Background: an optimization exercise with open tools, aiming at small area. Do not read the settings as production practice.
RTL that was checked went through simulation tests only; none was proved equivalent to the original.
Function not checked in run 3: the RTL went through the layout flow alone.
The flow treats the clock pin as an ideal source, which a real chip does not have.
Power and IR drop assume default switching activity.

<file path="flow/design.v">
`timescale 1ns / 1ps
`timescale 1ns / 1ps
module SPI_IF_accel( 
	input clk,
	input rst,
	input [6:0] mpu_address,		 
	input [7:0] mpu_wr_data,		 
	input mpu_rd_wr_sel,				 
	input start,						 
	output busy,					 
	output SPI_SS_a,						 
	output SPI_CK_a,						 
	output SPI_DO_a,						 
	input SPI_DI_a,						 
	output [7:0] mpu_rd_data				 
    );
	 reg [7:0] mpu_rd_data_buff; 		 
	 reg [7:0] SPIstate;
	 reg [11:0] counter;		 
	 reg MPUclk;				 
	 reg  do_reg;				 
	 reg  ss_reg;				 
	 reg  ck_reg;				 
	 reg busy_bf;				 
	 reg [4:0] i;				 
	 reg [4:0] j;				 
parameter SPI_HALF_CLK = 50;  
parameter SPI_CLK = SPI_HALF_CLK*2;
wire halfCLKpassed = (counter == SPI_HALF_CLK-1);
always@(posedge clk)
begin
	if(rst)
	begin
		counter <= 0;
		MPUclk <= 0;
	end
	else
	begin
		if(start==1) begin
			counter <= 0;		
			MPUclk <= 1;			
		end
		else if(halfCLKpassed)begin			
			counter <= 0;		
			MPUclk <= ~MPUclk;
			end
		else begin
			counter <= counter + 1;
		end
	end
end
always @(posedge clk)
	begin
		if(rst)
		begin
			SPIstate <= 0;
		end
		else
		begin		
			case(SPIstate)
				0:if(start == 1) SPIstate <= 1;	 
				1:SPIstate <= 3;	 
				3:begin
					if(i==0 && mpu_rd_wr_sel == 1)SPIstate <= 4;				 
					if(i==0 && mpu_rd_wr_sel == 0)SPIstate <= 5;				 
				end
				4:if(j==0)SPIstate <= 6;				 
				5:if(j==0)SPIstate <= 6;
				6:if(halfCLKpassed)SPIstate <= 7;				 
				7:SPIstate <= 0;			 
			endcase
		end
	end
always @ (posedge clk)
begin 
	if(rst)
		begin
			do_reg <= 0;
			ck_reg <= 1;
			ss_reg <= 1;
			busy_bf <= 0;
			mpu_rd_data_buff <= 0;
			i <= 16;
			j <= 17;
		end
	else
		case(SPIstate)
			0:begin					 
				do_reg <= 0;
				ss_reg <= 1; 
				busy_bf <= 0;
			   i <= 16;
				j <= 17;
			  end
			1:begin					 
					busy_bf <= 1;
					ss_reg <= 0;
					end
			3:begin					 
				if(halfCLKpassed)
				begin
					case (i)
						16:do_reg <= mpu_rd_wr_sel;
						14:do_reg <= mpu_address[6];
						12:do_reg <= mpu_address[5];
						10:do_reg <= mpu_address[4];
						8: do_reg <= mpu_address[3];
						6: do_reg <= mpu_address[2];
						4: do_reg <= mpu_address[1];
						2: do_reg <= mpu_address[0];
						0: do_reg <= 0;
					endcase
					if(i!=0) i<=i-1;
				end
			  end
			4:begin				 
				if(halfCLKpassed)
				begin
					case (j)
						16:mpu_rd_data_buff[7] <= SPI_DI_a;
						14:mpu_rd_data_buff[6] <= SPI_DI_a;
						12:mpu_rd_data_buff[5] <= SPI_DI_a;
						10:mpu_rd_data_buff[4] <= SPI_DI_a;
						8:mpu_rd_data_buff[3] <= SPI_DI_a;
						6:mpu_rd_data_buff[2] <= SPI_DI_a;
						4:mpu_rd_data_buff[1] <= SPI_DI_a;
						2:mpu_rd_data_buff[0] <= SPI_DI_a;						
					endcase
					if(j!=0) j<=j-1;
				end
			end	
			5:begin				 
				if(halfCLKpassed)
				begin
					case (j)
						16:do_reg <= mpu_wr_data[7]; 
						14:do_reg <= mpu_wr_data[6]; 
						12:do_reg <= mpu_wr_data[5]; 
						10:do_reg <= mpu_wr_data[4]; 
						8:do_reg <= mpu_wr_data[3]; 
						6:do_reg <= mpu_wr_data[2]; 
						4:do_reg <= mpu_wr_data[1]; 
						2:do_reg <= mpu_wr_data[0]; 
						0:do_reg <= 0;
					endcase
					if(j!=0) j<=j-1;
				end
			end
			6:begin				 
				ck_reg <=1;
				do_reg <=0;
				ss_reg <= 1;
			  end
			7:begin		 
			end
		endcase
end
assign SPI_DO_a = do_reg;
assign SPI_CK_a = MPUclk | ss_reg;
assign SPI_SS_a = ss_reg;
assign busy = busy_bf | start;
assign mpu_rd_data = mpu_rd_data_buff;
endmodule
`timescale 1ns / 1ps
 `timescale 1ns / 1ps
module MPU_accel_controller(
    input clk,
    input reset,
	 output reg [15:0] accel_x,	 
 	 output reg [15:0] accel_y,	 
 	 output reg [15:0] accel_z,	 
	output SPI_SS_a,						 
	output SPI_CK_a,						 
	output SPI_DO_a,						 
	input SPI_DI_a,						 
	output reg arm_read_enable_a
	);
	parameter 	SETUP_ACC_X_H = 0,
					WAIT_ACC_X_H = 1,
					READ_ACC_X_H = 2,
					SETUP_ACC_X_L = 3,
					WAIT_ACC_X_L = 4,
					READ_ACC_X_L = 5,
					SETUP_ACC_Y_H = 6,
					WAIT_ACC_Y_H = 7,
					READ_ACC_Y_H = 8,
					SETUP_ACC_Y_L = 9,
					WAIT_ACC_Y_L = 10,
					READ_ACC_Y_L = 11,
					SETUP_ACC_Z_H = 12,
					WAIT_ACC_Z_H = 13,
					READ_ACC_Z_H = 14,
					SETUP_ACC_Z_L = 15,
					WAIT_ACC_Z_L = 16,
					READ_ACC_Z_L = 17;			
	wire mpu_busy;						 
	wire [7:0] mpu_read_data;				 
	reg [31:0] IDLEcounter;			 
	parameter MAX_IDLEcounter = 32'd1000000;
	reg [4:0] state;
	reg [5:0] read_counter;			 
	reg [6:0] mpu_address_reg;		 
	reg [7:0] mpu_write_data;		 
	reg mpu_rd_wr_select;			 
	reg mpu_start;				 
	reg [7:0] accel_x_H;				 
	reg [7:0] accel_y_H;				 
	reg [7:0] accel_z_H;				 
	reg [7:0] whoami;
SPI_IF_accel SPI_IF_accel( 
	.clk(clk), 
	.rst(reset),
	.mpu_address(mpu_address_reg),
	.mpu_wr_data(mpu_write_data),
	.mpu_rd_data(mpu_read_data), 
	.mpu_rd_wr_sel(mpu_rd_wr_select),
	.start(mpu_start),
	.busy(mpu_busy),
	.SPI_SS_a(SPI_SS_a),						 
	.SPI_CK_a(SPI_CK_a),						 
	.SPI_DO_a(SPI_DO_a),						 
	.SPI_DI_a(SPI_DI_a)						 
); 
always@ (posedge clk)
begin
	if(reset)
		state <= 0;
	else 
	begin	
		case(state)
			0:if(mpu_busy == 0) state <= 1;		 
			1: state <= 2;								 
			2:if(mpu_busy == 0) state <= 16;		 
			16:state <= 17;			             
			17:if(mpu_busy == 0) state <= 18;	 
			18:state <= 19;								 
			19:state <= 20;							 
			20:if(mpu_busy == 0) state <= 3;	 
			3:if(mpu_busy == 0)state <= 4;		 
 			4:if(read_counter == 6 && mpu_busy == 0) state <= 5;		 
			5:if(read_counter == 12 && mpu_busy == 0) state <= 6;		 
			6:if(read_counter == 18 && mpu_busy == 0) state <= 10;		 
			10:if(IDLEcounter == MAX_IDLEcounter) state <= 3;
			default state <= 0;
		endcase
	end
end
always@ (posedge clk)
begin
	if(reset)
	begin
		accel_x <= 0;
		accel_y <= 0;
		accel_z <= 0;
		mpu_address_reg <= 0;
		mpu_write_data <= 0;
		mpu_rd_wr_select <= 1;	 
		mpu_start <= 0;
		read_counter <= 0;
		arm_read_enable_a <= 0;
	end
	else
	begin 
		case (state)
			0:begin		 
					accel_x <= 0;
					accel_y <= 0;
					accel_z <= 0;
					accel_x_H <= 0;
					accel_y_H <= 0;
					accel_z_H <= 0;
					mpu_address_reg <= 0;
					mpu_write_data	<= 0;
					mpu_start <= 0;
					read_counter <= 0;
					IDLEcounter <= 0; 
					arm_read_enable_a <= 0;
			  end
			1:begin		 
				mpu_start <= 1;
				mpu_rd_wr_select <= 0;  
				mpu_address_reg <= 8'h6B;
				mpu_write_data <= 8'h00;
			  end			
			2:begin		 
				mpu_start <= 0;
			  end
			16:begin		 
				mpu_start <= 1;
				mpu_rd_wr_select <= 1;  
				mpu_address_reg   <= 8'h75;   
			 end
			17:begin		 
				mpu_start <= 0;
			  end
			18:begin		 
				whoami <= mpu_read_data;
			  end
			19:begin		 
				mpu_start <= 1;
				mpu_rd_wr_select <= 0;  
				mpu_address_reg <= 8'h37;  
				mpu_write_data <= 8'h02;
			  end			
			20:begin		 
				mpu_start <= 0;
			   end
			3:begin			 
					arm_read_enable_a <= 0;
					accel_x_H <= 0;
					accel_y_H <= 0;
					accel_z_H <= 0;
					read_counter <= 0;
					IDLEcounter <= 0; 
			  end
			4:begin		 
					case(read_counter)
						SETUP_ACC_X_H:begin						
							if(mpu_busy == 0)		 
							begin
								mpu_start <= 1;
								mpu_rd_wr_select <= 1;
								mpu_address_reg <= 8'h3B; 		 
								read_counter <= read_counter + 1;
							end
						end
						WAIT_ACC_X_H:begin						
							mpu_start <= 0;
							if(mpu_busy == 0) read_counter <= read_counter + 1;
						end
						READ_ACC_X_H:begin
							accel_x_H <= mpu_read_data;
							read_counter <= read_counter + 1;
						end
						SETUP_ACC_X_L:begin						
							if(mpu_busy == 0)		 
							begin
								mpu_start <= 1;
								mpu_rd_wr_select <= 1;
								mpu_address_reg <= 8'h3C; 		 
								read_counter <= read_counter + 1;
							end
						end
						WAIT_ACC_X_L:begin						
							mpu_start <= 0;
							if(mpu_busy == 0) read_counter <= read_counter + 1;
						end
						READ_ACC_X_L:begin
							accel_x <= {mpu_read_data,accel_x_H};
							read_counter <= read_counter + 1;
						end
					endcase
			end
			5:begin		 
					case(read_counter)
						SETUP_ACC_Y_H:begin						
							if(mpu_busy == 0)		 
							begin
								mpu_start <= 1;
								mpu_rd_wr_select <= 1;
								mpu_address_reg <= 8'h3D; 		 
								read_counter <= read_counter + 1;
							end
						end
						WAIT_ACC_Y_H:begin						
							mpu_start <= 0;
							if(mpu_busy == 0) read_counter <= read_counter + 1;
						end
						READ_ACC_Y_H:begin
							accel_y_H <= mpu_read_data;
							read_counter <= read_counter + 1;
						end
						SETUP_ACC_Y_L:begin						
							if(mpu_busy == 0)		 
							begin
								mpu_start <= 1;
								mpu_rd_wr_select <= 1;
								mpu_address_reg <= 8'h3E; 		 
								read_counter <= read_counter + 1;
							end
						end
						WAIT_ACC_Y_L:begin						
							mpu_start <= 0;
							if(mpu_busy == 0) read_counter <= read_counter + 1;
						end
						READ_ACC_Y_L:begin
							accel_y <= {mpu_read_data,accel_y_H};
							read_counter <= read_counter + 1;
						end
					endcase
			end
		6:begin		 
					case(read_counter)
						SETUP_ACC_Z_H:begin						
							if(mpu_busy == 0)		 
							begin
								mpu_start <= 1;
								mpu_rd_wr_select <= 1;
								mpu_address_reg <= 8'h3F; 		 
								read_counter <= read_counter + 1;
							end
						end
						WAIT_ACC_Z_H:begin						
							mpu_start <= 0;
							if(mpu_busy == 0) read_counter <= read_counter + 1;
						end
						READ_ACC_Z_H:begin
							accel_z_H <= mpu_read_data;
							read_counter <= read_counter + 1;
						end
						SETUP_ACC_Z_L:begin						
							if(mpu_busy == 0)		 
							begin
								mpu_start <= 1;
								mpu_rd_wr_select <= 1;
								mpu_address_reg <= 8'h40; 		 
								read_counter <= read_counter + 1;
							end
						end
						WAIT_ACC_Z_L:begin						
							mpu_start <= 0;
							if(mpu_busy == 0) read_counter <= read_counter + 1;
						end
						READ_ACC_Z_L:begin
							accel_z <= {mpu_read_data,accel_z_H};
							read_counter <= read_counter + 1;
						end
					endcase
			end
			10:begin  
				if(IDLEcounter == (MAX_IDLEcounter -1000)) 
				begin
						arm_read_enable_a <= 1;
						IDLEcounter <= IDLEcounter + 1;		
				end
				else begin
						IDLEcounter <= IDLEcounter + 1;		
				end
			 end
			endcase
	end
end
endmodule
</file>
<file path="flow/run.sh">
#!/bin/bash
# synth_recipe.tcl (not shown) runs the flow's synth.tcl, then flattens the netlist and writes it again
# the make line also repeats each setting of config.mk as NAME=value (left out here)
make -C /OpenROAD-flow-scripts/flow DESIGN_CONFIG=/design/flow/config.mk WORK_HOME=/design/flow/orfs CLKGATE_MAP_FILE= SYNTH_SCRIPT=/design/flow/synth_recipe.tcl finish
</file>
<file path="flow/config.mk">
export PLATFORM = sky130hd
export DESIGN_NAME = MPU_accel_controller
export DESIGN_NICKNAME = MPU_accel_controller
export VERILOG_FILES = /design/flow/design.v
export SDC_FILE = /design/flow/constraint.sdc
export NUM_CORES = 4
export LEC_CHECK = 0
export CAP_MARGIN = 20
export CORE_MARGIN = 2
export CORE_UTILIZATION = 40
export SLEW_MARGIN = 20
</file>
<file path="flow/constraint.sdc">
create_clock -name core_clock -period 5.0 [get_ports {clk}]
set_input_delay 1.0000 -clock core_clock [delete_from_list [all_inputs] [get_ports {clk}]]
set_output_delay 1.0000 -clock core_clock [all_outputs]
set_load 0.01 [all_outputs]
</file>
==> impl_metrics.tcl, run 1 <==
set metrics [dict create \
    wl_per_cell_um 16.0 \
    finalSetupViolCount 0 \
    core_um2 20300 \
    synth_edf_count 56 \
    final_common_cell "nand2_1" \
    antenna_cells 0 \
    initial_core_util_pct 40.8 \
    seq_area_frac_synth_pct 46.2 \
    drtIter0Drc 511 \
    async_flop_share_pct 0 \
    die_y_um 148 \
    synth_area_leader_cell "dfxtp_1" \
    setup_ws_ns 1.82 \
    cts_resized 0 \
    drt_pass1_iterations 5 \
    drt-total-wl_mm 19.9 \
    largest_reg_flops 32 \
    drv_slew 0 \
    criticalPathCategory "reg2reg" \
    cts-hold-fix-buffers 0 \
    globalRouteTotalUtil_pct 18.4 \
    crit_required_ns 5.06 \
    synthCells 946 \
    postCtsSetupBuffers 0 \
    vias_per_cell 5.48 \
    fin_crit_sh_pct 63.7 \
    dpl.hpwl_mm 13.5 \
    crit_arrival_ns 3.24 \
    place_area_um2 8980 \
    worstMarginPinSlew_ns 0.975 \
    cts_inserted_buffers 17 \
    clkTransAtPathRegs_ns 0.07 \
    fp-row-count 52 \
    clockBufferDepth 2 \
    cts_tree "yes" \
    synth_top_cell_area_share_pct 25.9 \
    hold_viol 0 \
    die_w_um 148 \
    layout_common_cells "109 x nand2_1, 107 x dfxtp_1, 96 x a21oi_1" \
    p_leak_uw 0.00323 \
    cp-start-kind "flip-flop" \
    antenna_found_initial 1 \
    gp_congestion 0.926 \
    clock_latency_ns 0.43 \
    yosysUniqueCellTypes 78 \
    cp_max_fo 23 \
    grt_first_pass_wirelength_mm 32.7 \
    fmaxAchievable_mhz 314 \
    finalCriticalPeriod_ns 3.18 \
    stdcell_area_um2 9570 \
    synth.net_count 963 \
    fillers 2031 \
    grt_pass1_vias 6323 \
    num_vias 6843 \
    max_slew_margin_pct 34.1 \
    fin_setup_tns_ns 0 \
    cp-end-kind "flip-flop" \
    max_flop_register "IDLEcounter" \
    areaGrowthSynthToFinish_pct 15.5 \
    synthTopCellsByArea "dfxtp_1 26%, edfxtp_1 20%, a21oi_1 5.9%, nand2_1 4.9%, nor2_1 4.3%" \
    overflow 0 \
    drc 0 \
    finalNetCount 983 \
    cts_root_buffer "clkbuf_16" \
    ios 55 \
    rsz0062_at_grt "false" \
    yosys_warnings 2 \
    status "complete, no violations" \
    clock_sinks 163 \
    hp-class "reg2reg" \
    portBuffers 54 \
    fin_util_pct 47.1 \
    ant_nets 0 \
    max-cap-violations 0 \
    drive_gt1_share_pct 7.05 \
    htreeDepth 4 \
    p_total_uw 4390 \
    ir_drop_v 0.000283 \
    synthFlopType "dfxtp_1" \
    syn_area_um2 8280 \
    synth-seq-cells 163 \
    syn_area_per_cell_um2 8.76 \
    clock_skew_ns 0.0112 \
    die_area_um2 21900 \
    grt_max_degree 61 \
    pre_cts_slack_ns 1.87 \
    cellPowerDensity_nw_per_um2 459 \
]
==> stage by stage <==
stage                     hold slack (ns)  std cells
after global routing                0.473       1249
after global placement              0.438       1217
after CTS                           0.459       1249
after detailed placement            0.447       1217
after floorplan                     0.429        946
final                               0.456       1249
==> logic make-up after synthesis <==
kind of cell / share of synthesized area (%)
AOI/OAI and AO/OA: 14.7
and+or+nand+nor: 26.4
xor gates and xnor gates: 4.76
buffers and inverters: 4.09
DFF: 46.2
adders and majority gates: 2.11
muxes: 1.86
==> cell usage after synthesis (5+ instances only) <==
master,number
nand2_1,109
nor3_1,18
o211ai_1,5
edfxtp_1,56
nand3_1,64
nand4b_1,6
and2_1,8
nor2_1,95
dfxtp_1,107
and3_1,37
or3_1,14
ha_1,14
buf_2,12
clkbuf_1,44
mux2i_1,12
xnor2_1,16
nor4b_1,8
inv_1,22
xor2_1,29
o21ai_0,39
a211oi_1,6
a21oi_1,97
nand4_1,17
nor4_1,5
nand2b_1,10
or2_2,7
==> power breakdown <==
| part | internal (uW) | switching [uW] | total, uW | leakage, uW |
|---|---|---|---|---|
| combinational | 447 | 789 | 1240 | 0.00153 |
| sequential | 1630 | 222 | 1850 | 0.00141 |
| clock | 732 | 574 | 1310 | 0.000285 |
| total | 2810 | 1580 | 4390 | 0.00323 |
==> per-layer routing <==
metal  up-vias  global-route usage [%]  wire, um  share of wire [%]
li1       3438                       -         -                  -
met1      3248                    26.5      9840                 49
met2       136                    28.3      9070                 45
met3        21                    3.27       751                3.8
met4         0                    5.62       285                1.4
met5         -                       0         0                  0
==> path summary, 6_finish.rpt <==
path,to,startpoint,slack [ns],cells after the start
max,accel_x_H[6],state[2],1.82,4
min,accel_x[8],accel_x[8],0.46,2
max reg2reg,accel_x_H[6],state[2],1.82,4
min reg2reg,accel_x[8],accel_x[8],0.46,2
==> critical path, stage by stage (launching register included) <==
cell and delay [ns]:
dfxtp_1 0.78, or3b_2 0.56, nor2_1 0.67, nand4_1 0.17
a21oi_1 0.63
==> layout make-up <==
| cell class | instances | area [um^2] | area share, % |
|---|---|---|---|
| clock inverters | 13 | 135 | 1.41 |
| clock buffers | 19 | 454 | 4.75 |
| inverters | 23 | 86.3 | 0.903 |
| well taps | 270 | 338 | 3.53 |
| repair buffers | 63 | 603 | 6.30 |
| flip-flops and latches | 163 | 3820 | 40.0 |
| multi-input cells | 698 | 4130 | 43.1 |
==> run 2: changes to the inputs <==
==> flow/design.v (replaced) <==
`timescale 1ns / 1ps
`timescale 1ns / 1ps
module MPU_accel_controller(
    input clk,
    input reset,
    output reg [15:0] accel_x,
    output reg [15:0] accel_y,
    output reg [15:0] accel_z,
    output SPI_SS_a,
    output SPI_CK_a,
    output SPI_DO_a,
    input SPI_DI_a,
    output reg arm_read_enable_a
    );
localparam [2:0] F_A = 3'd0, F_B = 3'd1, F_XH = 3'd2, F_XL = 3'd3,
                 F_YH = 3'd4, F_YL = 3'd5, F_ZH = 3'd6, F_ZL = 3'd7;
reg [5:0]  c;
reg [14:0] t;
reg [2:0]  f;
reg        ss;
reg [15:0] sr;       
wire tick   = (c == 6'd49);
wire t_zero = (t == 15'd0);
wire t_low  = (t[14:6] == 9'd0);
reg [5:0] gap;
always @* begin
    case (f)
        F_A:                gap = 6'd5;
        F_B, F_XL, F_YL:    gap = 6'd4;
        default:            gap = 6'd3;
    endcase
end
wire start = (f == F_ZL) ? (t == 15'd20034 && c == 6'd6)
                         : (t[5:0] == 6'd34 && c == gap);
always @(posedge clk) begin
    if (reset) begin
        c <= 6'd58;          
        t <= 15'd0;
        f <= F_A;
    end else if (start) begin
        c <= 6'd0;
        t <= 15'd0;
        f <= (f == F_ZL) ? F_XH : f + 3'd1;
    end else begin
        c <= tick ? 6'd0 : c + 6'd1;
        if (tick) t <= t + 15'd1;
    end
end
always @(posedge clk) begin
    if (reset)
        ss <= 1'b1;
    else if (t_zero && (c == 6'd0 || c == 6'd61))
        ss <= 1'b0;
    else if (t[5:0] == 6'd33 && c == 6'd1)
        ss <= 1'b1;
end
reg [6:0] addr;
always @* begin
    case (f)
        F_A:     addr = 7'h75;
        F_B:     addr = 7'h37;
        F_XH:    addr = 7'h3B;
        F_XL:    addr = 7'h3C;
        F_YH:    addr = 7'h3D;
        F_YL:    addr = 7'h3E;
        F_ZH:    addr = 7'h3F;
        default: addr = 7'h40;
    endcase
end
wire [7:0] wdata = 8'h02;
reg dbit;
always @* begin
    if (t[5:0] == 6'd0)
        dbit = 1'b0;
    else if (t[5:0] <= 6'd2)
        dbit = (f != F_B);
    else if (t[5:0] <= 6'd16)
        dbit = addr[6 - ((t[5:0] - 6'd3) >> 1)];
    else if (t[5:0] == 6'd17 || f != F_B)
        dbit = addr[0];
    else
        dbit = wdata[7 - ((t[5:0] - 6'd18) >> 1)];
end
assign SPI_SS_a = ss;
assign SPI_CK_a = ss | ~t[0];
assign SPI_DO_a = ~ss & dbit;
wire sample = tick && t_low && t[5:4] == 2'b01 && t[0] && f != F_B;
always @(posedge clk)
    if (sample) sr <= {sr[14:0], SPI_DI_a};
wire ld   = t_zero && c == 6'd1;
wire ld_x = reset | (ld && f == F_XL);
wire ld_y = reset | (ld && f == F_YL);
wire ld_z = reset | (ld && f == F_ZL);
wire [15:0] word = reset ? 16'd0 : {sr[7:0], sr[15:8]};
always @(posedge clk) begin
    if (ld_x) accel_x <= word;
    if (ld_y) accel_y <= word;
    if (ld_z) accel_z <= word;
end
always @(posedge clk) begin
    if (reset)
        arm_read_enable_a <= 1'b0;
    else if (f == F_ZL && t == 15'd20014 && c == 6'd3)
        arm_read_enable_a <= 1'b1;
    else if (f == F_ZL && t == 15'd20034 && c == 6'd4)
        arm_read_enable_a <= 1'b0;
end
endmodule
==> impl_metrics.tcl, run 2 <==
set metrics [dict create \
    status "complete, no violations" \
    worstHoldStart "sr[0]" \
    synth_area_leader_cell "edfxtp_1" \
    synth.net_count 341 \
    max_slew_margin_pct 39.9 \
    finalSetupViolCount 0 \
    max-cap-violations 0 \
    rsz0062_at_grt "false" \
    die_area_um2 10800 \
    grt_first_pass_wirelength_mm 12.7 \
    areaGrowthSynthToFinish_pct 20.6 \
    stdcell_area_um2 4830 \
    clockBufferDepth 2 \
    place_area_um2 4640 \
    initial_core_util_pct 41.2 \
    drv_slew 0 \
    grt_max_degree 18 \
    drt-total-wl_mm 7.55 \
    antenna_cells 0 \
    top_layer_used "met4" \
    met3WireLength_um 301 \
    worst-r2r-setup-slack_ns 2.35 \
    hp-class "reg2reg" \
    synthTopCellsByArea "edfxtp_1 48%, dfxtp_1 13%, ha_1 5.9%, nor2b_1 3.0%, xnor2_1 2.8%" \
    fillers 892 \
    drtIter0Drc 166 \
    synthCells 319 \
    criticalPathCategory "reg2out" \
    cts-hold-fix-buffers 0 \
    clock_latency_ns 0.36 \
    cp-start-kind "flip-flop" \
    worstMarginPinSlew_ns 0.902 \
    fin_crit_sh_pct 92.1 \
    postCtsSetupBuffers 0 \
    synth_edf_count 64 \
    final_common_cell "edfxtp_1" \
    cts_tree "yes" \
    rr_endpoint "c[2]" \
    htreeDepth 3 \
    die_w_um 104 \
    die_y_um 104 \
    synthFlopType "edfxtp_1" \
    yosys_warnings 1 \
    wl_per_cell_um 14.7 \
    synthTopCellsByCount "64 x edfxtp_1, 26 x dfxtp_1, 20 x nor2_1" \
    async_flop_share_pct 0 \
    layout_common_cells "64 x edfxtp_1, 54 x clkdlybuf4s50_1, 26 x dfxtp_1" \
    hold_depth 0 \
    num_vias 2508 \
    ios 55 \
    met1_length_mm 3.58 \
    syn_area_um2 4000 \
    fin_setup_tns_ns 0 \
    ant_nets 0 \
    antenna_found_initial 0 \
    p_leak_uw 0.00169 \
    clock_skew_ns 0.0112 \
    cp_max_fo 12 \
    drc 0 \
    route.met2.wl_mm 3.61 \
    finalNetCount 396 \
    vias_per_cell 4.90 \
    clkTransAtPathRegs_ns 0.09 \
    syn_area_per_cell_um2 12.6 \
    hold_viol 0 \
    ir_drop_v 0.000170 \
    cp-end-kind "output port" \
    fmaxAchievable_mhz 217 \
    worstReg2RegStart "f[0]" \
    cellPowerDensity_nw_per_um2 283 \
    drive_gt1_share_pct 11.1 \
    core_um2 9730 \
    globalRouteTotalUtil_pct 14.6 \
    dpl.hpwl_mm 5.35 \
    crit_required_ns 4.00 \
    gp_congestion 0.816 \
    cts_resized 0 \
    synth_top_cell_area_share_pct 48.0 \
    portBuffers 54 \
    yosysUniqueCellTypes 50 \
    hold_path_end "sr[1]" \
    finalCriticalPeriod_ns 4.60 \
    fp-row-count 36 \
    overflow 0 \
    grt_pass1_vias 2458 \
    clock_sinks 90 \
    seq_area_frac_synth_pct 61.0 \
    drt_pass1_iterations 4 \
    synth.most_common_cell "edfxtp_1" \
    cts_root_buffer "clkbuf_8" \
    synth-seq-cells 90 \
    rr_worst_depth 8 \
    crit_arrival_ns 3.60 \
    cts_inserted_buffers 9 \
]
## run 2: metal layers
| metal | global-route usage (%) | vias to the layer above |
|---|---|---|
| met5 | 0 | - |
| met4 | 4.05 | 0 |
| met3 | 3.70 | 5 |
| met2 | 24.5 | 51 |
| met1 | 18.7 | 1202 |
| li1 | - | 1250 |
## run 2: per-stage QoR
stage	hold WS (ns)	total power, uW	std cells	worst slack [ns]	utilization (%)
floorplan	0.418	887	319	1.61	-
global placement	0.426	927	496	0.847	47.7
detailed placement	0.426	928	496	0.802	47.7
CTS	0.442	1380	512	0.378	49.6
global route	0.463	1420	512	0.142	49.6
finish	0.449	1370	512	0.397	49.6
## run 2: logic make-up after synthesis
family,Yosys count,share of synthesized area (%)
flops,90,61.0
buf+inv,26,3.47
xor+xnor,22,4.81
compound gates,40,7.63
simple gates,122,17.2
fa+ha+maj,19,5.94
## run 2: final cells by class
type                    count  area [um^2]  area share, %
flip-flops and latches     90         2440           50.6
multi-input cells         203         1430           29.6
repair buffers             56          556           11.5
well taps                 133          166           3.45
clock buffers               9          124           2.56
clock inverters             7         61.3           1.27
inverters                  14         52.6           1.09
## run 2: critical path, stage by stage, from the launching register on
cell and delay (ns):
dfxtp_1 0.60, inv_1 0.16, ha_1 0.41, ha_1 0.27, xnor2_1 0.15, xnor2_1 0.18
a211o_1 0.28, a211oi_1 0.24, o22ai_1 0.13, a221oi_2 0.27, clkdlybuf4s50_1 0.58
## run 2: how the worst max path moves through the flow
stage,start,to,slack [ns],cells after the start
6_report,t[0],SPI_DO_a,0.40,10
5_1_grt,t[0],SPI_DO_a,0.14,10
4_1_cts,t[0],SPI_DO_a,0.38,10
3_5_place_dp,t[0],SPI_DO_a,0.80,10
3_3_place_gp,t[0],SPI_DO_a,0.85,10
2_1_floorplan,t[0],SPI_DO_a,1.61,10
## run 2: power breakdown
group | switching, uW | internal, uW
Sequential | 12.6 | 815
Clock | 269 | 188
Combinational | 41.7 | 39.7
Total | 323 | 1040
==> run 3: changes to the inputs <==
==> flow/design.v (replaced) <==
`timescale 1ns / 1ps
`timescale 1ns / 1ps
module MPU_accel_controller(
    input clk,
    input reset,
    output reg [15:0] accel_x,
    output reg [15:0] accel_y,
    output reg [15:0] accel_z,
    output SPI_SS_a,
    output SPI_CK_a,
    output SPI_DO_a,
    input SPI_DI_a,
    output reg arm_read_enable_a
    );
reg [5:0]  c;
reg [5:0]  lo;
reg [7:0]  hi;
reg        ss;
reg [15:0] sr;       
wire [2:0] f = hi[2:0];
wire g      = (hi[7:3] == 5'd0);                     
wire tick   = (c == 6'b001001);
wire lo1    = (lo == 6'd1);
wire [5:0] c_adv = {c[4:0], ~(c[5] ^ c[4])};
wire cgap   = (f == 3'd0) ? c[4] :                   
              f[0]        ? c[3] :                   
                            c[2];                    
wire start  = g & ~(&f) & lo[5] & lo[1] & lo[0] & cgap;
wire hi255  = &hi;
wire lo42   = lo[5] & lo[3] & lo[1];                 
wire zlend  = hi255 & lo42 & (c == 6'b111110);
always @(posedge clk) begin
    if (reset) begin
        c  <= 6'b010101;     
        lo <= 6'd1;
        hi <= 8'd0;
    end else if (zlend) begin
        c  <= 6'd0;
        lo <= 6'd1;
        hi <= 8'd2;
    end else begin
        c  <= (start | (g & tick)) ? 6'd0 : c_adv;
        if (start) begin
            lo <= 6'd1;
            hi <= hi + 8'd1;
        end else if (tick)
            {hi, lo} <= {hi, lo} + 14'd1;
    end
end
always @(posedge clk) begin
    if (reset)
        ss <= 1'b1;
    else if (g && lo1 && (c == 6'b000000 || c == 6'b101000))
        ss <= 1'b0;
    else if (lo == 6'd34 && c == 6'b000001)
        ss <= 1'b1;
end
wire isA = (f == 3'd0), isB = (f == 3'd1), isZL = (f == 3'd7);
reg abit;
always @* begin
    case (lo[3:1])
        3'd0: abit = 1'b0;
        3'd1: abit = ~isB;                           
        3'd2: abit = isA | isZL;                     
        3'd3: abit = ~isZL;                          
        3'd4: abit = ~isZL;                          
        3'd5: abit = ~isA & ~isB & ~isZL;            
        3'd6: abit = ~(f == 3'd2) & ~isZL;           
        default: abit = f[1] ^ f[0];                 
    endcase
end
wire lo16_18 = ~lo[5] & lo[4] & ~lo[3] & ~lo[2] & ~(lo[1] & lo[0]);
wire lo31_32 = (lo == 6'd31) | (lo == 6'd32);
wire dbit = (lo[5:4] == 2'b00) ? abit
          : (~f[0] | (isB & (lo16_18 | lo31_32)));
assign SPI_SS_a = ss;
assign SPI_CK_a = ss | lo[0];
assign SPI_DO_a = ~ss & dbit;
wire sample = g && tick && ~lo[0] && !isB &&
              ((lo[5:4] == 2'b01 && lo[3:1] != 3'd0) || lo == 6'd32);
always @(posedge clk)
    if (sample) sr <= {sr[14:0], SPI_DI_a};
wire ld   = g && lo1 && c == 6'b000001 && f[0] && (f[1] | f[2]);
wire ld_x = reset | (ld && f[2:1] == 2'b01);
wire ld_y = reset | (ld && f[2:1] == 2'b10);
wire ld_z = reset | (ld && f[2:1] == 2'b11);
wire [15:0] word = reset ? 16'd0 : {sr[7:0], sr[15:8]};
always @(posedge clk) begin
    if (ld_x) accel_x <= word;
    if (ld_y) accel_y <= word;
    if (ld_z) accel_z <= word;
end
always @(posedge clk) begin
    if (reset)
        arm_read_enable_a <= 1'b0;
    else if (hi255 && lo[4] && lo[3] && ~lo[2] && lo[1] && ~lo[0] && c == 6'b011110)
        arm_read_enable_a <= 1'b1;
    else if (hi255 && lo42 && c == 6'b001111)
        arm_read_enable_a <= 1'b0;
end
endmodule
==> flow/flow/run.sh (new file) <==
#!/bin/bash
set -euo pipefail
export BUFFER_PORTS_ARGS="-buffer_cell sky130_fd_sc_hd__buf_1"
export CTS_ARGS="-sink_clustering_enable -repair_clock_nets -dont_use_dummy_load"
bash standard.sh > standard_flow.log 2>&1
==> flow/standard.sh (new file) <==
#!/bin/bash
# synth_recipe.tcl (not shown) runs the flow's synth.tcl, then flattens the netlist and writes it again
# the make line also repeats each setting of config.mk as NAME=value (left out here)
make -C /OpenROAD-flow-scripts/flow DESIGN_CONFIG=/design/flow/config.mk WORK_HOME=/design/flow/orfs CLKGATE_MAP_FILE= SYNTH_SCRIPT=/design/flow/synth_recipe.tcl "${@:-finish}"
removed: flow/run.sh
==> impl_metrics.tcl, run 3 <==
set metrics [dict create \
    status "complete, no violations" \
    finalSetupViolCount 0 \
    cp_slowest_stage_delay_ns 0.47 \
    die_y_um 97.2 \
    p_leak_uw 0.00136 \
    seq_area_frac_synth_pct 68.0 \
    synth_edf_count 64 \
    met1_length_mm 3.17 \
    criticalPathCategory "reg2out" \
    crit_arrival_ns 2.18 \
    die_area_um2 9450 \
    synthTopCellsByArea "edfxtp_1 55%, dfxtp_1 13%, ha_1 4.7%, nor2b_1 3.2%, nand3_1 2.2%" \
    gp_congestion 0.875 \
    synthFlopType "edfxtp_1" \
    ir_drop_v 0.000120 \
    cp-start-kind "flip-flop" \
    fmaxAchievable_mhz 315 \
    ant_nets 0 \
    finalCriticalPeriod_ns 3.18 \
    clock_latency_ns 0.36 \
    cpMaxStageDelayCell "dfxtp_1" \
    fp-row-count 34 \
    die_w_um 97.2 \
    ios 55 \
    synth-compound-area-share_pct 6.66 \
    clock_sinks 86 \
    synth_top_family_by_area "simple AND/OR/NAND/NOR gates" \
    areaGrowthSynthToFinish_pct 13.7 \
    synth.net_count 274 \
    final_common_cell "edfxtp_1" \
    place_area_um2 3820 \
    synthTopCellsByCount "64 x edfxtp_1, 22 x dfxtp_1, 18 x nor2b_1" \
    clock_skew_ns 0.0433 \
    wl_per_cell_um 15.9 \
    drive_gt1_share_pct 7.26 \
    globalRouteTotalUtil_pct 15.1 \
    stdcell_area_um2 3950 \
    hp-class "reg2reg" \
    antenna_cells 0 \
    finalNetCount 335 \
    clkTransAtPathRegs_ns 0.10 \
    synth_top_cell_area_share_pct 55.3 \
    muxShareOfSynthArea_pct 1.15 \
    grt_pass1_vias 2159 \
    p_total_uw 1220 \
    htreeDepth 3 \
    met3WireLength_um 339 \
    initial_core_util_pct 40.6 \
    synth-seq-cells 86 \
    async_flop_share_pct 0 \
    overflow 0 \
    clockBufferDepth 2 \
    max_slew_margin_pct 59.2 \
    synth_adder_area_share_pct 4.68 \
    top_layer_used "met4" \
    cts_tree "yes" \
    drtIter0Drc 165 \
    multi_input_area_um2 1060 \
    syn_area_um2 3470 \
    drc 0 \
    vias_per_cell 5.15 \
    cp_max_fo 6 \
    synthCells 258 \
    synth_simple_gate_area_share_pct 15.3 \
    antenna_found_initial 0 \
    fillers 788 \
    cts_resized 0 \
    cellPowerDensity_nw_per_um2 309 \
    yosysUniqueCellTypes 42 \
    crit_required_ns 4.00 \
    cts-hold-fix-buffers 0 \
    rsz0062_at_grt "false" \
    num_vias 2187 \
    route.met2.wl_mm 3.18 \
    worstMarginPinSlew_ns 0.607 \
    synth_xor_area_share_pct 2.27 \
    drt-total-wl_mm 6.77 \
    max-cap-violations 0 \
    drt_pass1_iterations 4 \
    synth_area_leader_cell "edfxtp_1" \
    cp-end-kind "output port" \
    layout_common_cells "64 x edfxtp_1, 54 x buf_1, 22 x dfxtp_1" \
    grt_max_degree 23 \
    hold_ws_ns 0.408 \
    syn_area_per_cell_um2 13.5 \
    fin_crit_sh_pct 63.5 \
    core_um2 8550 \
    yosys_warnings 1 \
    cp_cell_sequence "inv_1, ha_1, a22oi_1, o21ai_0, a32o_1, a211oi_1, buf_1" \
    cts_inserted_buffers 9 \
    synth.most_common_cell "edfxtp_1" \
    grt_first_pass_wirelength_mm 11.3 \
    dpl.hpwl_mm 4.77 \
    fin_setup_tns_ns 0 \
    hold_viol 0 \
    drv_slew 0 \
    postCtsSetupBuffers 0 \
    portBuffers 54 \
    seqCellArea_um2 2360 \
    cts_root_buffer "clkbuf_8" \
]
[run 3: changes by cell type in the layout (fill, tap and decap cells not counted), sizes merged, moves of 4 or more]
| cell | before | now |
|---|---|---|
| buf | 2 | 59 |
| mux2i | 0 | 4 |
| clkdlybuf4s50 | 54 | 0 |
| xnor2 | 13 | 6 |
| nor3 | 14 | 7 |
| xor2 | 9 | 3 |
| nor2 | 31 | 15 |
| dfxtp | 26 | 22 |
| o21ai | 2 | 7 |
| ha | 19 | 13 |
| nand2b | 6 | 1 |
| inv | 17 | 7 |
[run 3: area by class of cell]
cell class                 count  area share [%]
clock buffer                   9            3.13
multi-input combinational    156            26.9
tap                          108            3.42
inverter                       7           0.665
sequential                    86            59.8
timing repair buffer          59            6.08
[run 3: cell families after synthesis]
kind of cell | count (synthesis)
XOR/XNOR | 9
adder cells (fa/ha/maj) | 13
flip-flops | 86
AND/OR/NAND/NOR | 97
multiplexers | 4
buffers and inverters | 16
AO/OA/AOI/OAI | 33
[run 3: worst paths after layout]
path                       to  cells after the start  start  slack (ns)
setup / recovery     SPI_DO_a                      7  hi[0]        1.82
hold / removal          sr[6]                      0  sr[5]        0.41
setup reg to reg  accel_x[10]                      6  hi[3]        2.36
hold reg to reg         sr[6]                      0  sr[5]        0.41
[run 3: per-layer routing]
layer	vias to the layer above	global-route usage, %
li1	1071	-
met1	1049	20.4
met2	57	24.3
met3	10	4.24
met4	0	4.12
met5	-	0
[run 3: metrics by stage]
step                utilization (%)  worst slack, ns  instances
CTS                            46.1             1.79        424
global placement               44.7             2.12        415
global route                   46.2             1.60        425
finish                         46.2             1.82        425
floorplan                         -            0.739        258
detailed placement             44.7             2.12        415
[run 3: power breakdown]
part	total, uW	internal, uW	switching [uW]
sequential	796	785	11.0
combinational	56.6	17.5	39.0
clock	367	161	206
total	1220	963	256
[run 3: critical path, delay by kind of cell (launching register included)]
| kind | cells | cell delay [ns] |
|---|---|---|
| AOI/OAI and AO/OA | 4 | 0.73 |
| DFF | 1 | 0.47 |
| buffers and inverters | 2 | 0.40 |
| adders and majority gates | 1 | 0.24 |
==> run 4: changes to the inputs <==
--- a/flow/design.v
+++ b/flow/design.v
@@ -16,7 +16,7 @@
 reg [5:0]  lo;
 reg [7:0]  hi;
 reg        ss;
-reg [15:0] sr;       
+reg [15:0] srn;      
 wire [2:0] f = hi[2:0];
 wire g      = (hi[7:3] == 5'd0);                     
 wire tick   = (c == 6'b001001);
@@ -28,7 +28,7 @@
 wire start  = g & ~(&f) & lo[5] & lo[1] & lo[0] & cgap;
 wire hi255  = &hi;
 wire lo42   = lo[5] & lo[3] & lo[1];                 
-wire zlend  = hi255 & lo42 & (c == 6'b111110);
+wire zlend  = hi255 & lo42 & ~c[0] & c[3] & c[4];   
 always @(posedge clk) begin
     if (reset) begin
         c  <= 6'b010101;     
@@ -40,11 +40,8 @@
         hi <= 8'd2;
     end else begin
         c  <= (start | (g & tick)) ? 6'd0 : c_adv;
-        if (start) begin
-            lo <= 6'd1;
-            hi <= hi + 8'd1;
-        end else if (tick)
-            {hi, lo} <= {hi, lo} + 14'd1;
+        lo <= start ? 6'd1 : lo + {5'd0, tick};
+        hi <= hi + {7'd0, start | (tick & (&lo))};
     end
 end
 always @(posedge clk) begin
@@ -79,12 +76,12 @@
 wire sample = g && tick && ~lo[0] && !isB &&
               ((lo[5:4] == 2'b01 && lo[3:1] != 3'd0) || lo == 6'd32);
 always @(posedge clk)
-    if (sample) sr <= {sr[14:0], SPI_DI_a};
+    if (sample) srn <= {srn[14:0], ~SPI_DI_a};
 wire ld   = g && lo1 && c == 6'b000001 && f[0] && (f[1] | f[2]);
 wire ld_x = reset | (ld && f[2:1] == 2'b01);
 wire ld_y = reset | (ld && f[2:1] == 2'b10);
 wire ld_z = reset | (ld && f[2:1] == 2'b11);
-wire [15:0] word = reset ? 16'd0 : {sr[7:0], sr[15:8]};
+wire [15:0] word = ~({srn[7:0], srn[15:8]} | {16{reset}});
 always @(posedge clk) begin
     if (ld_x) accel_x <= word;
     if (ld_y) accel_y <= word;
@@ -95,7 +92,7 @@
         arm_read_enable_a <= 1'b0;
     else if (hi255 && lo[4] && lo[3] && ~lo[2] && lo[1] && ~lo[0] && c == 6'b011110)
         arm_read_enable_a <= 1'b1;
-    else if (hi255 && lo42 && c == 6'b001111)
+    else if (hi255 && lo42 && c[0] && c[3] && ~c[4])    
         arm_read_enable_a <= 1'b0;
 end
 endmodule
==> flow/flow/run.sh (replaced) <==
#!/bin/bash
# The standard layout (standard.sh, unchanged synthesis), with two changes:
# port buffers made from the smallest buffer cell, and no dummy clock loads in CTS.
set -euo pipefail
export BUFFER_PORTS_ARGS="-buffer_cell sky130_fd_sc_hd__buf_1"
export CTS_ARGS="-sink_clustering_enable -repair_clock_nets -dont_use_dummy_load"
bash standard.sh > standard_flow.log 2>&1
==> impl_metrics.tcl, run 4 <==
set metrics [dict create \
    synthTopCellsByCount "64 x edfxtp_1, 39 x nor2_1, 22 x dfxtp_1" \
    syn_area_um2 3400 \
    fmaxAchievable_mhz 333 \
    max_slew_margin_pct 44.0 \
    layout_common_cells "64 x edfxtp_1, 54 x buf_1, 39 x nor2_1" \
    cpMaxStageDelayCell "dfxtp_1" \
    crit_family "compound AO/OA/AOI/OAI gates" \
    drt-total-wl_mm 6.47 \
    dp.cells 408 \
    finalNetCount 328 \
    synthCells 253 \
    p_sw_uw 258 \
    p_int_uw 968 \
    htreeDepth 3 \
    hp-class "reg2reg" \
    criticalPathCategory "reg2out" \
    use_met1_pct 21.1 \
    yosys_warnings 1 \
    grtUsageMet2_pct 22.0 \
    clock_sinks 86 \
    syn_area_per_cell_um2 13.4 \
    core_um2 8220 \
    num_vias 2107 \
    rr_worst_depth 6 \
    cp_cell_sequence "inv_1, ha_1, o31ai_1, a211oi_1, a31o_2, o211a_1, buf_1" \
    cts_resized 0 \
    clock_skew_ns 0.0243 \
    finalSetupViolCount 0 \
    areaGrowthSynthToFinish_pct 13.5 \
    grt_max_degree 20 \
    ant_nets 0 \
    cts-hold-fix-buffers 0 \
    crit_required_ns 4.00 \
    finalCriticalPeriod_ns 3.01 \
    antenna_found_initial 0 \
    synth-seq-cells 86 \
    rsz0062_at_grt "false" \
    globalRouteTotalUtil_pct 15.0 \
    drt_pass1_iterations 4 \
    wl_per_cell_um 15.5 \
    dpl.hpwl_mm 4.46 \
    rr_endpoint "srn[2]" \
    synthFlopType "edfxtp_1" \
    drtIter0Drc 111 \
    synth.most_common_cell "edfxtp_1" \
    die_y_um 96.1 \
    async_flop_share_pct 0 \
    drv_slew 0 \
    worstSetupStartpoint "hi[1]" \
    max-cap-violations 0 \
    fin_util_pct 46.9 \
    synth_edf_count 64 \
    seq_area_frac_synth_pct 69.6 \
    seqPwrFrac_pct 65.3 \
    grt_first_pass_wirelength_mm 10.2 \
    vias_per_cell 5.05 \
    overflow 0 \
    crit_cells 7 \
    crit_arrival_ns 2.01 \
    worst-r2r-setup-slack_ns 2.49 \
    fin_crit_sh_pct 60.1 \
    cp-end-kind "output port" \
    synth_top_cell_area_share_pct 56.6 \
    drc 0 \
    busiest_layer "met2" \
    synth.net_count 267 \
    cellPowerDensity_nw_per_um2 318 \
    portBuffers 54 \
    die_area_um2 9240 \
    initial_core_util_pct 41.3 \
    p_leak_uw 0.00136 \
    worstMarginPinSlew_ns 0.839 \
    p_total_uw 1230 \
    drive_gt1_share_pct 7.37 \
    die_w_um 96.1 \
    clkPwrFrac_pct 29.8 \
    worstReg2RegStart "c[4]" \
    grt_pass1_vias 1993 \
    cts_inserted_buffers 9 \
    fin_cells 417 \
    synth_area_leader_cell "edfxtp_1" \
    cp_max_fo 8 \
    status "complete, no violations" \
    worstSetupEndpoint "SPI_DO_a" \
    met3_usage_pct 2.98 \
    postCtsSetupBuffers 0 \
    final_common_cell "edfxtp_1" \
    hold_ws_ns 0.438 \
    ios 55 \
    hold_viol 0 \
    clockBufferDepth 2 \
    yosysUniqueCellTypes 44 \
    gp_congestion 0.847 \
    fin_setup_tns_ns 0 \
    path_buf_inv 2 \
    cts_tree "yes" \
    antenna_cells 0 \
    sw_frac_of_total_pct 21.0 \
    cp_slowest_stage_delay_ns 0.46 \
    fp-row-count 33 \
    comb_power_share_pct 4.9 \
    clkTransAtPathRegs_ns 0.09 \
    ir_drop_v 0.000120 \
    synthTopCellsByArea "edfxtp_1 57%, dfxtp_1 13%, nor2_1 4.3%, ha_1 4.1%, inv_1 1.7%" \
    clock_latency_ns 0.35 \
    cts_root_buffer "clkbuf_8" \
    cp-start-kind "flip-flop" \
]
-- run 4: changes by cell type after synthesis, moves of 3 or more --
| cell | previous run | this run |
|---|---|---|
| nor2_1 | 15 | 39 |
| nand3_1 | 15 | 4 |
| nand2b_1 | 1 | 4 |
| inv_1 | 7 | 15 |
| nor2b_1 | 18 | 2 |
| a21oi_1 | 8 | 4 |
| and3_1 | 4 | 0 |
| nand2_1 | 16 | 12 |
-- run 4: how the worst min path moves through the flow --
stage,startpoint,end,slack (ns),depth (start not counted)
floorplan,srn[1],srn[2],0.43,0
global placement,srn[12],srn[13],0.43,0
detailed placement,srn[0],srn[1],0.44,0
CTS,srn[12],srn[13],0.44,0
global route,srn[0],srn[1],0.46,0
finish,srn[12],srn[13],0.44,0
-- run 4: per-layer routing --
layer / vias to the layer above / share of wire (%)
li1: 1028 / -
met1: 1000 / 48
met2: 67 / 44
met3: 12 / 5.9
met4: 0 / 2.2
met5: - / 0
-- run 4: power by group through the flow --
stage               sequential [uW]  combinational, uW  clock, uW
floorplan                       825               25.0          0
global placement                816               60.9          0
detailed placement              817               61.1          0
CTS                             801               61.4        377
global route                    803               68.1        404
finish                          801               60.1        365
-- run 4: cell families (layout without fill, tap and decap cells) --
logic type	after synthesis	in the layout	synth area share (%)
compound gates	27	27	6.15
xor+xnor	10	10	2.58
mux	4	4	1.22
buf+inv	24	83	3.06
flops	86	86	69.6
simple gates	91	91	13.4
fa+ha+maj	11	11	4.05
-- run 4: stage by stage --
step	instance area [um^2]	setup slack, ns
final	3850	1.99
after detailed placement	3730	2.35
after floorplan	3400	1.64
after CTS	3850	1.97
after global routing	3850	1.85
after global placement	3730	2.35
-- run 4: area by class of cell --
type	instances	area [um^2]
clock buffers	9	124
flip-flops and latches	86	2360
inverters	15	56.3
well taps	105	131
fillers	740	4360
repair buffers	59	240
multi-input cells	143	941
==> run 5: changes to the inputs <==
==> flow/flow/run.sh (replaced) <==
#!/bin/bash
# The standard layout (standard.sh) with three changes:
#  1. after the standard synthesis, the combinational logic between the registers is
#     re-mapped by ABC for area (registers, their names and cell types are untouched);
#  2. port buffers are made from the smallest buffer cell;
#  3. CTS inserts no dummy clock loads.
set -euo pipefail
WORK=$(pwd)
LIB=$FLOW_HOME/platforms/$FLOW_PLATFORM/lib/sky130_fd_sc_hd__tt_025C_1v80.lib
YOSYS=$FLOW_HOME/../tools/install/yosys/bin/yosys
[[ -x $YOSYS ]] || YOSYS=yosys
R=$WORK/orfs/results/$FLOW_PLATFORM/MPU_accel_controller/base

export BUFFER_PORTS_ARGS="-buffer_cell sky130_fd_sc_hd__buf_1"
export CTS_ARGS="-sink_clustering_enable -repair_clock_nets -dont_use_dummy_load"

# 1. standard synthesis
bash standard.sh synth > synth_make.log 2>&1
cp $R/1_2_yosys.v $WORK/standard_synth.v

# 2. re-map the combinational logic
grep -o 'sky130_fd_sc_hd__[a-z0-9_]*' standard_synth.v | sort -u > used_cells.txt
python3 flow/mkmodels.py $LIB used_cells.txt > cell_models.v
cat > resynth.ys <<EOF
read_liberty -lib $LIB
read_verilog -overwrite cell_models.v
read_verilog standard_synth.v
hierarchy -top $FLOW_TOP
flatten
read_liberty -lib -overwrite $LIB
techmap
opt -purge
abc -script flow/abc_area.scr -liberty $LIB -dont_use *probe* -dont_use *lpflow* -dont_use *bleeder*
opt_clean -purge
hilomap -singleton -hicell sky130_fd_sc_hd__conb_1 HI -locell sky130_fd_sc_hd__conb_1 LO
insbuf -buf sky130_fd_sc_hd__buf_4 A X
check -assert -mapped
stat -liberty $LIB
write_verilog -nohex -nodec resynth.v
EOF
$YOSYS -l resynth.log -q resynth.ys > resynth_stdout.log 2>&1
cp resynth.v $R/1_2_yosys.v

# 3. the rest of the standard layout, from the re-mapped netlist
bash standard.sh > standard_flow.log 2>&1
==> flow/flow/abc_area.scr (new file) <==
strash
dc2
dch
amap
topo
dnsize
==> flow/flow/mkmodels.py (new file) <==
# Verilog functional models of the combinational cells in a netlist, from the liberty file.
import re,sys
lib=open(sys.argv[1]).read(); used=set(open(sys.argv[2]).read().split())
out=[]
for m in re.finditer(r'\n\s*cell\s*\(\s*"?(\w+)"?\s*\)\s*\{',lib):
    name=m.group(1)
    if name not in used: continue
    # cell body: up to next top-level cell
    start=m.end(); nxt=lib.find('\n    cell (',start); body=lib[start:nxt if nxt>0 else len(lib)]
    if re.search(r'\bff\s*\(|\blatch\s*\(|statetable',body): continue
    pins=[]; fns={}
    for pm in re.finditer(r'\n\s*pin\s*\(\s*"?(\w+)"?\s*\)\s*\{',body):
        pn=pm.group(1); seg=body[pm.end():pm.end()+20000]
        d=re.search(r'direction\s*:\s*"?(\w+)"?',seg).group(1)
        pins.append((pn,d))
        if d=='output':
            f=re.search(r'function\s*:\s*"([^"]*)"',seg[:seg.find('timing')] if 'timing' in seg else seg)
            fns[pn]=f.group(1)
    ports=', '.join(p for p,_ in pins)
    lines=['module %s(%s);'%(name,ports)]
    for p,d in pins: lines.append('  %s %s;'%('input' if d=='input' else 'output',p))
    for p,f in fns.items():
        e=f.replace('!','~').replace('*','&').replace('+','|')
        lines.append('  assign %s = %s;'%(p,e))
    lines.append('endmodule')
    out.append('\n'.join(lines))
print('\n'.join(out))
==> impl_metrics.tcl, run 5 <==
set metrics [dict create \
    finalNetCount 318 \
    grt_first_pass_wirelength_mm 9.44 \
    final_common_cell "edfxtp_1" \
    criticalPathCategory "reg2reg" \
    num_vias 2049 \
    cts_resized 0 \
    finalCriticalPeriod_ns 3.45 \
    initial_core_util_pct 40.8 \
    antenna_cells 0 \
    clock_latency_ns 0.35 \
    synthCells 244 \
    hp-class "reg2reg" \
    cellPowerDensity_nw_per_um2 336 \
    postCtsSetupBuffers 0 \
    hold_viol 0 \
    drt-total-wl_mm 5.77 \
    die_w_um 92.3 \
    fp-row-count 32 \
    wl_per_cell_um 13.9 \
    clock_sinks 86 \
    fin_setup_tns_ns 0 \
    status "complete, no violations" \
    cp-end-kind "flip-flop" \
    vias_per_cell 4.94 \
    syn_area_um2 3120 \
    worstMarginPinSlew_ns 0.453 \
    drtIter0Drc 110 \
    drt_pass1_iterations 4 \
    htreeDepth 3 \
    dpl.hpwl_mm 4.01 \
    cts_root_buffer "clkbuf_8" \
    crit_arrival_ns 3.67 \
    finalSetupViolCount 0 \
    cts_inserted_buffers 9 \
    cp_max_fo 5 \
    cts-hold-fix-buffers 0 \
    max_slew_margin_pct 69.0 \
    die_area_um2 8530 \
    ios 55 \
    globalRouteTotalUtil_pct 14.6 \
    core_um2 7650 \
    die_y_um 92.3 \
    areaGrowthSynthToFinish_pct 16.2 \
    cts_tree "yes" \
    ant_nets 0 \
    crit_required_ns 5.22 \
    fin_cells 415 \
    grt_max_degree 21 \
    dp.cells 406 \
    clock_skew_ns 0.0323 \
    drc 0 \
    rsz0062_at_grt "false" \
    syn_area_per_cell_um2 12.8 \
    clkTransAtPathRegs_ns 0.09 \
    drive_gt1_share_pct 5.11 \
    synth.net_count 247 \
    overflow 0 \
    antenna_found_initial 0 \
    yosys_warnings 1 \
    max-cap-violations 0 \
    setup_ws_ns 1.55 \
    clockBufferDepth 2 \
    pre_cts_slack_ns 1.63 \
    grt_pass1_vias 1897 \
    drv_slew 0 \
    p_leak_uw 0.00118 \
    cp-start-kind "flip-flop" \
    fin_crit_sh_pct 69.0 \
    p_total_uw 1220 \
    gp_congestion 0.931 \
    portBuffers 54 \
    ir_drop_v 0.000145 \
    layout_common_cells "64 x edfxtp_1, 54 x buf_1, 48 x nor2_1" \
    fmaxAchievable_mhz 290 \
]
==> run 5: through the flow <==
step	utilization, %	hold slack [ns]	area, um^2
after floorplan	-	0.427	3120
after global placement	45.8	0.431	3500
after detailed placement	45.8	0.436	3500
after CTS	47.4	0.439	3630
after global routing	47.4	0.437	3630
final	47.4	0.430	3630
==> run 5: power breakdown <==
group          internal, uW  leakage, uW  total [uW]  switching, uW
clock network           161    0.0000647         363            201
logic                  16.7     0.000314        58.8           42.1
registers               788     0.000804         797           8.86
total                   966      0.00118        1220            252
==> run 5: worst max-delay path, stage by stage, from the launching register on <==
cell and delay, ns:
dfxtp_1 0.36, clkinv_1 0.13, or4_1 0.60, nor2_1 0.18, clkinv_1 0.10, nor2_1 0.15
nand2_1 0.12, nor3_1 0.41, nor2_1 0.13, nor2_1 0.19, nand2_1 0.13, nor4_1 0.46
nand2_1 0.14, a22oi_1 0.18, nor2_1 0.06
==> run 5: path summary, 6_finish.rpt <==
path | endpoint | slack, ns | startpoint | cells after the start
worst max-delay path | hi[7] | 1.55 | c[3] | 14
worst min-delay path | srn[4] | 0.43 | srn[3] | 0
worst max register to register | hi[7] | 1.55 | c[3] | 14
worst min register to register | srn[4] | 0.43 | srn[3] | 0
==> run 5: layout make-up <==
class                      count  area [um^2]
tap                          102          128
fill                         698         4020
timing repair buffer          60          248
sequential                    86         2360
clock buffer                   9          124
inverter                      25         93.8
multi-input combinational    133          672
==> run 5: routing by layer <==
| layer | track usage [%] | share of wire, % | up-vias |
|---|---|---|---|
| met5 | 0 | 0 | - |
| met4 | 5.35 | 1.2 | 0 |
| met3 | 4.64 | 5.9 | 11 |
| met2 | 22.5 | 46 | 78 |
| met1 | 19.6 | 47 | 936 |
| li1 | - | - | 1024 |
==> run 6: changes to the inputs <==
--- a/flow/flow/run.sh
+++ b/flow/flow/run.sh
@@ -3,7 +3,7 @@
 #  1. after the standard synthesis, the combinational logic between the registers is
 #     re-mapped by ABC for area (registers, their names and cell types are untouched);
 #  2. port buffers are made from the smallest buffer cell;
-#  3. CTS inserts no dummy clock loads.
+#  3. the clock tree is built by flow/cts_hook.tcl instead of TritonCTS.
 set -euo pipefail
 WORK=$(pwd)
 LIB=$FLOW_HOME/platforms/$FLOW_PLATFORM/lib/sky130_fd_sc_hd__tt_025C_1v80.lib
@@ -12,7 +12,9 @@
 R=$WORK/orfs/results/$FLOW_PLATFORM/MPU_accel_controller/base
 
 export BUFFER_PORTS_ARGS="-buffer_cell sky130_fd_sc_hd__buf_1"
-export CTS_ARGS="-sink_clustering_enable -repair_clock_nets -dont_use_dummy_load"
+export FLOW_DIR_OWN=$WORK/flow
+export PRE_CTS_TCL=$WORK/flow/cts_hook.tcl
+export CTS_ARGS="-clk_nets clk -dont_use_dummy_load"
 
 # 1. standard synthesis
 bash standard.sh synth > synth_make.log 2>&1
==> flow/flow/cts_hook.tcl (new file) <==
# Runs before ORFS's CTS step (PRE_CTS_TCL): builds the clock tree by hand, a root
# inverter and one inverter per group of flip-flops, placed at the group's centre.
# ORFS's clock_tree_synthesis then gets -clk_nets clk, which now has one sink, so it
# adds nothing; repair_clock_inverters is made a no-op so it keeps this tree as it is.
source $::env(FLOW_DIR_OWN)/my_cts.tcl
my_cts 2 2 sky130_fd_sc_hd__inv_6 sky130_fd_sc_hd__inv_12
global_connect
proc repair_clock_inverters { args } { }
==> flow/flow/my_cts.tcl (new file) <==
# Clock buffering without TritonCTS: the clock port drives a root cell, which drives
# one leaf cell per group of flip-flops (groups split by position: columns, then rows).
# root "" : the port drives the leaves directly. Root and leaves must together not invert.
proc my_cts { cols rows root_master leaf_master } {
  set db [ord::get_db]
  set block [ord::get_db_block]
  set clknet [$block findNet clk]
  set leaf [$db findMaster $leaf_master]
  set sinks {}
  foreach it [$clknet getITerms] {
    set inst [$it getInst]
    set box [$inst getBBox]
    lappend sinks [list $it [expr { ([$box xMin] + [$box xMax]) / 2 }] [expr { ([$box yMin] + [$box yMax]) / 2 }]]
  }
  set sinks [lsort -integer -index 1 $sinks]
  set n [llength $sinks]
  set groups {}
  for { set c 0 } { $c < $cols } { incr c } {
    set col [lrange $sinks [expr { $c * $n / $cols }] [expr { ($c + 1) * $n / $cols - 1 }]]
    set col [lsort -integer -index 2 $col]
    set m [llength $col]
    for { set r 0 } { $r < $rows } { incr r } {
      lappend groups [lrange $col [expr { $r * $m / $rows }] [expr { ($r + 1) * $m / $rows - 1 }]]
    }
  }
  set drv $clknet
  if { $root_master != "" } {
    set rinst [odb::dbInst_create $block [$db findMaster $root_master] "clkroot_0"]
    set drv [odb::dbNet_create $block "clknet_root"]
    $drv setSigType CLOCK
    [lindex [$rinst getITerms] 0] connect $clknet
    foreach it [$rinst getITerms] {
      if { [$it isOutputSignal] } { $it connect $drv }
      if { [$it isInputSignal] } { $it connect $clknet }
    }
  }
  set g 0
  set lx 0; set ly 0
  foreach grp $groups {
    set inst [odb::dbInst_create $block $leaf "clkleaf_$g"]
    set net [odb::dbNet_create $block "clknet_leaf_$g"]
    $net setSigType CLOCK
    foreach it [$inst getITerms] {
      if { [$it isOutputSignal] } { $it connect $net }
      if { [$it isInputSignal] } { $it connect $drv }
    }
    set sx 0; set sy 0
    foreach s $grp {
      set it [lindex $s 0]
      $it disconnect
      $it connect $net
      set sx [expr { $sx + [lindex $s 1] }]
      set sy [expr { $sy + [lindex $s 2] }]
    }
    set k [llength $grp]
    set x [expr { $sx / $k }]; set y [expr { $sy / $k }]
    $inst setLocation $x $y
    $inst setPlacementStatus PLACED
    set lx [expr { $lx + $x }]; set ly [expr { $ly + $y }]
    incr g
  }
  if { $root_master != "" } {
    $rinst setLocation [expr { $lx / $g }] [expr { $ly / $g }]
    $rinst setPlacementStatus PLACED
  }
}
==> impl_metrics.tcl, run 6 <==
set metrics [dict create \
    status "complete, no violations" \
    fin_crit_sh_pct 69.4 \
    finalCriticalPeriod_ns 3.47 \
    ios 55 \
    core_um2 7650 \
    cp_cell_sequence "clkinv_1, or4_1, nor2_1, clkinv_1, nor2_1, nand2_1, nor3_1, nor2_1, nor2_1, nand2_1, nor4_1, nand2_1, a22oi_1, nor2_1" \
    criticalPathCategory "reg2reg" \
    place_area_um2 3500 \
    worstMarginPinSlew_ns 0.475 \
    globalRouteTotalUtil_pct 13.2 \
    fin_cells 411 \
    antenna_cells 0 \
    clock_latency_ns 0.19 \
    dpl.hpwl_mm 4.01 \
    p_leak_uw 0.00115 \
    fin_setup_tns_ns 0 \
    initial_core_util_pct 40.8 \
    die_w_um 92.3 \
    clkTransAtPathRegs_ns 0.08 \
    drive_gt1_share_pct 3.88 \
    seqCellArea_um2 2360 \
    postCtsSetupBuffers 0 \
    synth.net_count 247 \
    max-cap-violations 0 \
    die_area_um2 8530 \
    die_y_um 92.3 \
    yosys_warnings 1 \
    rsz0062_at_grt "false" \
    antenna_found_initial 0 \
    stdcell_area_um2 3580 \
    cp_common_cell "nor2_1" \
    ir_drop_v 0.000104 \
    syn_area_um2 3120 \
    fillers 706 \
    cp-end-kind "flip-flop" \
    hp-class "reg2reg" \
    dp.cells 406 \
    drv_slew 0 \
    drt_pass1_iterations 4 \
    crit_family "simple AND/OR/NAND/NOR gates" \
    cp_slowest_stage_delay_ns 0.61 \
    finalSetupViolCount 0 \
    drtIter0Drc 109 \
    max_slew_margin_pct 68.1 \
    path_buf_inv 2 \
    vias_per_cell 4.94 \
    gp_congestion 0.931 \
    multi_input_area_um2 672 \
    num_vias 2029 \
    cts_resized 0 \
    hold_ws_ns 0.452 \
    ant_nets 0 \
    fmaxAchievable_mhz 288 \
    areaGrowthSynthToFinish_pct 14.6 \
    crit_arrival_ns 3.56 \
    synthCells 244 \
    clock_skew_ns 0.0118 \
    grt_pass1_vias 1870 \
    cpMaxStageDelayCell "or4_1" \
    layout_common_cells "64 x edfxtp_1, 54 x buf_1, 48 x nor2_1" \
    drc 0 \
    crit_required_ns 5.09 \
    drt-total-wl_mm 5.64 \
    finalNetCount 314 \
    syn_area_per_cell_um2 12.8 \
    cp_max_fo 5 \
    final_common_cell "edfxtp_1" \
    overflow 0 \
    wl_per_cell_um 13.7 \
    grt_max_degree 23 \
    hold_viol 0 \
    cp-start-kind "flip-flop" \
    cellPowerDensity_nw_per_um2 318 \
    grt_first_pass_wirelength_mm 9.19 \
    cts-hold-fix-buffers 0 \
    fp-row-count 32 \
    portBuffers 54 \
]
run 6: cell types whose count changed in the layout (fill, tap and decap cells not counted), sizes merged:
cell    before  now
clkbuf       9    0
inv          0    5
run 6: power by group:
group / internal, uW / switching, uW / leakage, uW
clock: 46.3 / 237 / 0.0000337
sequential: 788 / 8.80 / 0.000804
combinational: 16.7 / 41.9 / 0.000314
run 6: area by class of cell:
class / instances / area share [%]
inverters: 30 / 4.69
multi-input cells: 133 / 18.8
flip-flops and latches: 86 / 66.0
well taps: 102 / 3.57
repair buffers: 60 / 6.93
run 6: worst paths after layout:
check          start  endpoint  slack, ns  cells after the start
max             c[3]     hi[7]       1.53                     14
min          srn[10]   srn[11]       0.45                      0
max reg2reg     c[3]     hi[7]       1.53                     14
min reg2reg  srn[10]   srn[11]       0.45                      0
run 6: routing by layer:
layer / GRT usage (%) / routed length (um)
met1: 18.9 / 2560
met2: 22.4 / 2630
met4: 2.11 / 88
met3: 1.38 / 370
met5: 0 / 0
run 6: worst reg2reg max path, delay by kind of cell (launching register included):
| kind | cells | cell delay (ns) |
|---|---|---|
| and+or+nand+nor | 11 | 2.58 |
| buffers and inverters | 2 | 0.23 |
| DFF | 1 | 0.37 |
| AOI/OAI and AO/OA | 1 | 0.18 |
run 6: through the flow:
stage                     worst slack (ns)  util, %  total power [uW]
after floorplan                       1.90        -               845
after global placement                1.73     45.8               873
after detailed placement              1.63     45.8               873
after CTS                             1.61     46.8              1110
after global routing                  1.10     46.8              1190
final                                 1.53     46.8              1140

-- afterwards: timing with drivers on the ports --
The flow's constraints put no driver on any port. The routed layouts listed below were extracted and timed again, unchanged, in two steps.
Step 1, drivers: a clkbuf_16 drives clk and a buf_2 each remaining input, both assumed.
Step 2 times the ports against the registers' clock, not the clock port: input delays grow and output delays shrink by t, the midpoint of the rising clock arrivals with the driver on.
Three values: ideal, step 1, step 2; two values: the first two.
run | shift t [ns] | setup slack, ns | clock arrival spread, ns
run 1 | 0.468 | 1.816 / 1.816 / 1.816 | 0.011 / 0.011
run 2 | 0.381 | 0.397 / 0.366 / 0.747 | 0.012 / 0.011
run 3 | 0.366 | 1.823 / 1.796 / 2.162 | 0.043 / 0.043
run 4 | 0.363 | 1.995 / 1.967 / 2.325 | 0.025 / 0.025
run 5 | 0.360 | 1.551 / 1.551 / 1.551 | 0.032 / 0.033
run 6 | 0.229 | 1.529 / 1.529 / 1.529 | 0.012 / 0.012
After both steps every run listed still meets setup and hold.
